Background: an optimization exercise with open tools, aiming at small area, a short achievable clock period and few clock cycles per item. Do not read the settings as production practice.
Power figures rest on the tool's default switching activity, not on a simulated workload.

==> flow/design.v <==
`timescale 1ns / 1ps
module simon2share(clk, data_ina, data_inb, data_rdy, cipher_out, Done, Trig);
input clk;
input data_ina, data_inb;
input [1:0] data_rdy;
output [127:0] cipher_out;
output reg Done, Trig;
reg [7:0] counter;     
reg [6:0] ptcnt;       
wire idle  = (data_rdy == 2'd0);
wire ld_pt = (data_rdy == 2'd1);
wire ld_k  = (data_rdy == 2'd2);
wire run   = (data_rdy == 2'd3);
wire ph    = counter[0];
always @(posedge clk) begin
	if (idle)
		counter <= 8'd0;
	else if (run)
		counter <= counter + 8'd1;
end
always @(posedge clk) begin
	if (ld_k)
		ptcnt <= 7'd0;
	else if (ld_pt)
		ptcnt <= ptcnt + 7'd1;
end
reg [2:0] oe;
always @(posedge clk) begin
	Trig <= (counter == 8'd1);
	Done  <= run && (counter == 8'd135);
	oe[0] <= run && counter[0] && (counter[7:1] == 7'd67);
	oe[1] <= run && (counter[3:0] == 4'd7) && (counter[7:4] == 4'd8);
	oe[2] <= run && (counter[1:0] == 2'd3) && (counter[7:2] == 6'd33);
end
reg [63:0] Xa, Ya, Xb, Yb;
wire [63:0] Xa1 = {Xa[62:0], Xa[63]};
wire [63:0] Xa2 = {Xa[61:0], Xa[63:62]};
wire [63:0] Xa8 = {Xa[55:0], Xa[63:56]};
wire [63:0] Xb1 = {Xb[62:0], Xb[63]};
wire [63:0] Xb2 = {Xb[61:0], Xb[63:62]};
wire [63:0] Xb8 = {Xb[55:0], Xb[63:56]};
wire [63:0] Ya1 = {Ya[62:0], Ya[63]};
wire [63:0] Ya8 = {Ya[55:0], Ya[63:56]};
wire [63:0] Yb1 = {Yb[62:0], Yb[63]};
wire [63:0] Yb8 = {Yb[55:0], Yb[63:56]};
wire [63:0] KYa, KYb;
wire [63:0] sa1 = Ya ^ Xa2 ^ (Xa1 & Xa8);
wire [63:0] sb1 = Yb ^ Xb2 ^ (Xb1 & Xb8);
wire [63:0] sa2 = Xa ^ KYa ^ (Ya1 & Yb8);
wire [63:0] sb2 = Xb ^ KYb ^ (Yb1 & Ya8);
wire y_load = ld_pt && (ptcnt[6] == 1'b0 || ptcnt[5:0] == 6'd0);
always @(posedge clk) begin
	if (run) begin
		if (ph == 1'b0) begin
			Xa <= sa1;
			Xb <= sb1;
		end
		else begin
			Xa <= sa2;
			Xb <= sb2;
		end
	end
	else if (ld_pt) begin
		Xa <= {data_ina, Xa[63:1]};
		Xb <= {data_inb, Xb[63:1]};
	end
	if ((run && ph == 1'b0) || y_load) begin
		Ya <= Xa;
		Yb <= Xb;
	end
end
reg [63:0] KXa, KXb;
reg [63:0] KYa_r, KYb_r;
assign KYa = KYa_r;
assign KYb = KYb_r;
wire [0:127] Z = {68'b10101111011100000011010010011000101000010001111110010110110011101011, 60'd0};
wire [63:0] c = 64'hfffffffffffffffc;
always @(posedge clk) begin
	if (ld_k) begin
		{KXa, KYa_r} <= {data_ina, KXa, KYa_r[63:1]};
		{KXb, KYb_r} <= {data_inb, KXb, KYb_r[63:1]};
	end
	else if (run && ph == 1'b1) begin
		KXa <= c ^ Z[counter[7:1]] ^ KYa_r ^ {KXa[2:0], KXa[63:3]} ^ {KXa[3:0], KXa[63:4]};
		KYa_r <= KXa;
		KXb <= KYb_r ^ {KXb[2:0], KXb[63:3]} ^ {KXb[3:0], KXb[63:4]};
		KYb_r <= KXb;
	end
end
wire [127:0] xy_a = {Xa, Ya};
wire [127:0] xy_b = {Xb, Yb};
wire [127:0] gate = {{32{oe[2]}}, {32{oe[1]}}, {32{oe[0]}}, {32{Done}}};
assign cipher_out = (xy_a & gate) ^ (xy_b & gate);
endmodule
Settings: LEC_CHECK=0, ABC_AREA=1, CAP_MARGIN=20, CORE_MARGIN=2, CORE_UTILIZATION=45, SETUP_SLACK_MARGIN=1.9, SLEW_MARGIN=20; clock period 4.2 ns.
run.sh (not shown) runs the stock make flow with config.mk's settings and CLKGATE_MAP_FILE= SYNTH_SCRIPT=/design/flow/synth_recipe.tcl, a recipe that flattens the netlist after the stock synthesis.
Edit:
--- a/flow/design.v
+++ b/flow/design.v
@@ -24,13 +24,20 @@
 	else if (ld_pt)
 		ptcnt <= ptcnt + 7'd1;
 end
-reg [2:0] oe;
 always @(posedge clk) begin
 	Trig <= (counter == 8'd1);
-	Done  <= run && (counter == 8'd135);
-	oe[0] <= run && counter[0] && (counter[7:1] == 7'd67);
-	oe[1] <= run && (counter[3:0] == 4'd7) && (counter[7:4] == 4'd8);
+	Done <= run && (counter == 8'd135);
+end
+reg [7:0] oe;
+always @(posedge clk) begin
+	oe[0] <= run && (counter == 8'd135);
+	oe[1] <= run && (counter[0:0] == 1'd1) && (counter[7:1] == 7'd67);
 	oe[2] <= run && (counter[1:0] == 2'd3) && (counter[7:2] == 6'd33);
+	oe[3] <= run && (counter[2:0] == 3'd7) && (counter[7:3] == 5'd16);
+	oe[4] <= run && (counter[3:0] == 4'd7) && (counter[7:4] == 4'd8);
+	oe[5] <= run && (counter[4:0] == 5'd7) && (counter[7:5] == 3'd4);
+	oe[6] <= run && (counter[5:0] == 6'd7) && (counter[7:6] == 2'd2);
+	oe[7] <= run && (counter[6:0] == 7'd7) && (counter[7:7] == 1'd1);
 end
 reg [63:0] Xa, Ya, Xb, Yb;
 wire [63:0] Xa1 = {Xa[62:0], Xa[63]};
@@ -89,6 +96,7 @@
 end
 wire [127:0] xy_a = {Xa, Ya};
 wire [127:0] xy_b = {Xb, Yb};
-wire [127:0] gate = {{32{oe[2]}}, {32{oe[1]}}, {32{oe[0]}}, {32{Done}}};
+wire [127:0] gate = {{16{oe[7]}}, {16{oe[6]}}, {16{oe[5]}}, {16{oe[4]}},
+                     {16{oe[3]}}, {16{oe[2]}}, {16{oe[1]}}, {16{oe[0]}}};
 assign cipher_out = (xy_a & gate) ^ (xy_b & gate);
 endmodule
The changed run produced a clean layout.
Synthesized cell count barely changes.
First-iteration DRC count fell by about 8%.
Maximum frequency rose by about 4.5%.
Global-route usage rose by 1.1 points.
Cell area rose by about 3.3%.
Die area stays flat.
Total power rose by about 3.2%.
Wire length rose by 1.3%.
Function was not checked in any run of this note: the RTL went through the layout flow alone.

## separate check: timing with driven ports
Ports are ideal in the flow. The routed layouts listed here were re-timed in OpenROAD.
Step 1, drivers: a clkbuf_16 drives clk and a buf_2 each remaining input, both assumed.
Step 2 times the ports against the registers' clock, not the clock port: input delays grow and output delays shrink by t, the midpoint of the rising clock arrivals with the driver on.
Slacks: no drivers / after step 1 / after step 2; pairs: no drivers / after step 1.
run | shift t [ns] | setup slack, ns | clock arrival spread, ns | worst data-port slew with drivers (ns)
the first run | 0.681 | 1.529 / 1.466 / 1.416 | 0.027 / 0.027 | 0.05
the second run | 0.689 | 1.645 / 1.580 / 1.633 | 0.021 / 0.021 | 0.04
After both steps every run listed still meets setup and hold. The setup slack of the first run, which loses most, moves by -0.063 ns with the drivers and by -0.113 ns with both steps.
